What follows belongs to an exercise in optimizing a design on an open flow for small area; a production flow would make more cautious choices.
In this exercise RTL edits were held to simulation tests only and were not proved equivalent to the original.
No activity file was given, so power comes from the tool's default toggle rates.

==> flow/design.v (outline; a module is shown in full before it is edited, if it fits) <==
// module can_register: 18 lines
// module can_register_asyn: 23 lines
// module can_register_asyn_syn: 27 lines
// module can_registers: 735 lines
// module can_btl: 238 lines
// module can_crc: 25 lines
// module can_acf: 227 lines
// module can_ibo: 16 lines
// module can_fifo: 173 lines
// module can_bsp: 1435 lines
// module can_top: 396 lines
// module can_ctrl: 38 lines
module can_ctrl
(
  input        clk,
  input        rst,
  input  [7:0] wb_dat_i,
  output [7:0] wb_dat_o,
  input        wb_cyc_i,
  input        wb_stb_i,
  input        wb_we_i,
  input  [7:0] wb_adr_i,
  output       wb_ack_o,
  input        rx_i,
  output       tx_o,
  output       bus_off_on,
  output       irq_on,
  output       clkout_o,
  output       self_test_ctrl_o
);
  // ...
==> flow/run.sh <==
#!/bin/bash
# synth_recipe.tcl (not shown) runs the flow's synth.tcl, then flattens the netlist and writes it again
# the make line also repeats each setting of config.mk as NAME=value (left out here)
make -C /OpenROAD-flow-scripts/flow DESIGN_CONFIG=/design/flow/config.mk WORK_HOME=/design/flow/orfs CLKGATE_MAP_FILE= SYNTH_SCRIPT=/design/flow/synth_recipe.tcl finish
==> flow/config.mk <==
export PLATFORM = sky130hd
export DESIGN_NAME = can_ctrl
export DESIGN_NICKNAME = can_ctrl
export VERILOG_FILES = /design/flow/design.v
export SDC_FILE = /design/flow/constraint.sdc
export NUM_CORES = 4
export LEC_CHECK = 0
export CAP_MARGIN = 20
export CORE_MARGIN = 2
export CORE_UTILIZATION = 40
export PLACE_DENSITY = 0.6
export SLEW_MARGIN = 20
==> flow/constraint.sdc <==
create_clock -name core_clock -period 10.0 [get_ports {clk}]
set_input_delay 2.0000 -clock core_clock [delete_from_list [all_inputs] [get_ports {clk}]]
set_output_delay 2.0000 -clock core_clock [all_outputs]
set_load 0.01 [all_outputs]
==> flow_metrics.env, run 1 <==
export IMPL_dp_hpwl_mm=137.1
export IMPL_synth_ff_latch_count=1457
export IMPL_clkbuf_count=190
export IMPL_dr_max_layer_used="met5"
export IMPL_fillers=14770
export IMPL_finalWorstSetupSlack_ps=3794
export IMPL_drt_pass1_iter_count=7
export IMPL_power_group_top="sequential cells"
export IMPL_switching_power_mw=2.877
export IMPL_utilization_pct=45.13
export IMPL_crit_chain="clkdlybuf4s50_1 -> ha_4 -> ha_4 -> buf_4 -> mux4_2 -> and2_1 -> a211oi_1 -> a31oi_1 -> a211o_1 -> a21oi_1 -> a31oi_1"
export IMPL_rr_endpoint="u_can_top.i_can_bsp.i_can_fifo.fifo_cnt[6]$_DFFE_PP0P_"
export IMPL_seq_area_share_pct=55.47
export IMPL_cp_arrival_ps=6750
export IMPL_setup_viol=0
export IMPL_start_kind="primary input"
export IMPL_finalHoldViolCount=0
export IMPL_nMultiInputCombCells=3051
export IMPL_rsz0062_at_grt="no"
export IMPL_ys_warn_count=16
export IMPL_dr_wl_met2_mm=92.46
export IMPL_die_area_um2=171600
export IMPL_pg_clk_mw=5.84
export IMPL_period_share_pct=62.06
export IMPL_gp_congestion=1.019
export IMPL_ctsRootBufferMaster="clkbuf_16"
export IMPL_largest_registers="u_can_top.i_can_bsp.i_can_fifo.fifo x512, u_can_top.i_can_bsp.i_can_fifo.length_fifo x256"
export IMPL_grt_usage_pct=23.26
export IMPL_power_leakage_nw=23.79
export IMPL_grt_start_max_net_pins=109
export IMPL_register_area_um2=41860
export IMPL_insertion_delay_ps=830
export IMPL_largest_reg_flops=512
export IMPL_status="timing/DRC/antenna clean"
==> run 2, diff against run 1 <==
--- a/flow/config.mk
+++ b/flow/config.mk
@@ -7,6 +7,7 @@
 export LEC_CHECK = 0
 export CAP_MARGIN = 20
 export CORE_MARGIN = 2
-export CORE_UTILIZATION = 40
-export PLACE_DENSITY = 0.6
+export CORE_UTILIZATION = 70
+export CTS_BUF_LIST = sky130_fd_sc_hd__clkbuf_4 sky130_fd_sc_hd__clkbuf_8
+export PLACE_DENSITY = 0.8
 export SLEW_MARGIN = 20
==> run 2 against run 1 <==
  * Global-route usage increased by 22 points
  * Setup slack worse by 120 ps
  * Routed wire length increased by 8.4%
  * Synthesized area stayed put
  * Clock power down 8.9%
  * Core utilization is 33 points higher
  * Combinational power is 2% higher
==> flow_metrics.env, run 2 <==
export IMPL_synth_top_cell_area_share_pct=48.87
export IMPL_routed_wl_mm=218.4
export IMPL_synthesis_nets=5039
export IMPL_largest_registers="u_can_top.i_can_bsp.i_can_fifo.fifo x512, u_can_top.i_can_bsp.i_can_fifo.length_fifo x256"
export IMPL_worstSetupPathType="flop to flop"
export IMPL_antenna_found_initial=10
export IMPL_ios=36
export IMPL_h_tree_depth=4
export IMPL_ys_types=91
export IMPL_yosysMostFrequentCell="edfxtp_1"
export IMPL_start_kind="flop"
export IMPL_nets=5112
export IMPL_grt_start_max_net_pins=164
export IMPL_synthArstFlopShare_pct=23.06
export IMPL_preCtsSetupSlack_ps=3186
export IMPL_antenna_left=0
export IMPL_cp_arrival_ps=7170
export IMPL_worstHoldPathType="flop to flop"
export IMPL_required_ps=10840
export IMPL_dp_hpwl_mm=141.6
export IMPL_ys_dominant_reg_cell="edfxtp_1"
export IMPL_drive_gt1_share_pct=18.33
export IMPL_initial_core_util_pct=70.77
export IMPL_top_register="u_can_top.i_can_bsp.i_can_fifo.fifo"
export IMPL_netlist_instances=4881
export IMPL_syn_area_um2=67340
export IMPL_row_count=113
export IMPL_rsz0062_at_grt="no"
export IMPL_drt_pass1_iter_count=8
export IMPL_max_vdd_ir_drop_v=0.0001790
export IMPL_syn2layout_area_growth_pct=9.777
export IMPL_end_kind="flop"
export IMPL_ys_warn_count=16
export IMPL_setup_viol=0
export IMPL_cts_buffers=221
export IMPL_via_count=47860
export IMPL_fmax_mhz=158.1
export IMPL_crit_fanout=47
export IMPL_fillers=5134
export IMPL_insertion_delay_ps=960
export IMPL_final_area_um2=73920
export IMPL_port_buffers=35
export IMPL_worstMarginPinSlew_ps=1201
export IMPL_die_width_um=314.2
export IMPL_finalHoldViolCount=0
export IMPL_multi_input_comb_area_um2=24310
export IMPL_synth_edff_count=1096
export IMPL_grt_pass1_vias=46860
export IMPL_die_area_um2=98700
export IMPL_grt_pass1_wl_mm=319.5
export IMPL_layout_min_cycle_time_ps=6323
export IMPL_tns_ps=0
export IMPL_avgSynthCellArea_um2=13.80
export IMPL_register_area_um2=41860
export IMPL_slew_headroom_pct=19.47
export IMPL_synth_ff_latch_count=1457
export IMPL_cts_tree="yes"
export IMPL_die_h_um=314.2
export IMPL_cts_sinks=1457
export IMPL_finalMaxSlewViolations=0
export IMPL_drv_cap=0
export IMPL_powerDensity_nw_per_um2=167.1
export IMPL_dpl_cell_area_um2=69130
export IMPL_power_leakage_nw=23.82
export IMPL_synthTopCellsByArea="edfxtp_1 49%, dfrtp_1 12%, mux4_2 10%"
export IMPL_period_share_pct=63.23
export IMPL_drt_iter0_drc=8496
export IMPL_clkTransAtPathRegs_ps=60
export IMPL_finalWorstSetupSlack_ps=3677
export IMPL_largest_reg_flops=512
export IMPL_ctsHoldBuffers=0
export IMPL_synth_top_cells_by_count="1096 x edfxtp_1, 430 x nor2_1, 429 x nand2_1, 316 x dfrtp_1, 300 x mux4_2"
export IMPL_post_cts_buffers=0
export IMPL_gp_congestion=1.074
export IMPL_yosysSeqAreaShare_pct=62.14
export IMPL_core_area_um2=95150
export IMPL_vias_per_cell=7.464
export IMPL_final_common_cell="edfxtp_1"
export IMPL_grt_usage_pct=44.93
export IMPL_ctsRootBufferMaster="clkbuf_8"
export IMPL_status="timing/DRC/antenna clean"
export IMPL_avgRoutedWirePerCell_um=34.06
export IMPL_fin_skew_ps=67.01
export IMPL_synth_top_area_cell="edfxtp_1"
export IMPL_cts_max_path_buffers=3
export IMPL_mostFrequentLayoutCells="1096 x edfxtp_1, 429 x nand2_1, 425 x nor2_1"
export IMPL_drc_errors=0
export IMPL_cts_resized_gates=0
export IMPL_grt_ovfl_total=0
==> run 2: power by group <==
part | switching, mW | internal [mW]
combinational | 0.323 | 0.161
clock | 2.51 | 2.81
sequential | 0.0636 | 6.49
==> run 2: metrics by stage <==
step,instances,hold WS [ps],utilization [%],total power [mW]
6_report,6412,333.9,77.69,12.36
5_1_grt,6412,338.5,77.69,12.61
4_1_cts,6410,334.5,77.64,12.33
3_5_place_dp,5996,322.5,72.65,7.137
3_3_place_gp,5994,313.4,72.60,7.117
2_1_floorplan,4881,309.6,-,6.942
==> run 2: final timing paths <==
check	start	end	slack (ps)	cells after the start
setup / recovery	flop	u_can_top.i_can_bsp.i_can_fifo.fifo_cnt[6]$_DFFE_PP0P_	3680	15
hold / removal	u_can_top.cs_ack3$_DFF_P_	u_can_top.cs_sync_rst1$_DFF_PP0_	330	0
setup reg to reg	flop	u_can_top.i_can_bsp.i_can_fifo.fifo_cnt[6]$_DFFE_PP0P_	3680	15
hold reg to reg	u_can_top.cs_ack3$_DFF_P_	u_can_top.cs_sync_rst1$_DFF_PP0_	330	0
max in group asynchronous	rst	async pin	6890	3
min in group asynchronous	rst	u_can_top.i_can_bsp.crc_in[8]$_DFFE_PP0P_	1570	2
==> run 2: final cells by class <==
class | count | area share [%]
sequential | 1457 | 56.63
multi-input combinational | 3051 | 32.88
clock buffer | 314 | 5.237
tap | 1265 | 2.141
timing repair buffer | 115 | 1.368
clock inverter | 100 | 1.185
inverter | 108 | 0.5535
antenna | 2 | 0.006770
==> run 2: layer usage <==
layer / GRT usage (%) / up-vias / share of wire [%]
met5: 0 / - / 0.050
met4: 25.09 / 16 / 7.3
met3: 10.34 / 1032 / 12
met2: 70.84 / 4477 / 47
met1: 58.56 / 23430 / 34
li1: - / 18910 / -
==> run 2: cells by family after synthesis <==
group,after synthesis,share of synthesized area [%]
AO/OA/AOI/OAI,841,8.151
flip-flops,1457,62.14
buffers and inverters,373,2.146
AND/OR/NAND/NOR,1403,9.651
adder cells (fa/ha/maj),136,2.627
XOR/XNOR,228,2.965
multiplexers,443,12.32
==> run 2: critical path, cell delays in order (launching register included) <==
cell and delay (ps):
dfrtp_4 940, buf_4 840, mux4_2 640, mux4_2 560, mux4_2 520, inv_1 170, ha_1 250, nor2b_1 130
o21ai_0 230, a21boi_0 260, nor4b_1 730, mux2i_1 260, nand4b_1 140, a311oi_1 300, a41oi_1 80, o21ai_1 150

==> what the ideal ports hide <==
No port has a modelled driver above. Below, the same layouts with a new extraction and two added sets of constraints.
Step 1 (the two cells are an assumption about what drives the block):
set clk [get_ports {clk}]
set_driving_cell -lib_cell sky130_fd_sc_hd__clkbuf_16 $clk
set_driving_cell -lib_cell sky130_fd_sc_hd__buf_2 [delete_from_list [all_inputs] $clk]
Step 2 moves the port delays by t, midway between the first and last clock arrival at a register: inputs arrive t later, outputs are due t later. That takes back most of the time a late clock gives input paths.
a / b / c = ideal ports / drivers / drivers and shift; a / b = the first two.
run | t, ns | slack for setup (ns) | worst hold slack (ns) | worst register clock-pin slew, ns | worst data-port slew with drivers (ns)
run 1 | 0.881 | 3.794 / 3.737 / 2.856 | 0.328 / 0.328 / 0.328 | 0.07 / 0.07 | 0.14
run 2 | 0.998 | 3.677 / 3.677 / 2.755 | 0.334 / 0.334 / 0.334 | 0.08 / 0.08 | 0.14
After both steps setup and hold are still met in every run listed. For run 1, which loses most, drivers alone change the setup slack by -0.057 ns; drivers and shift together by -0.938 ns.
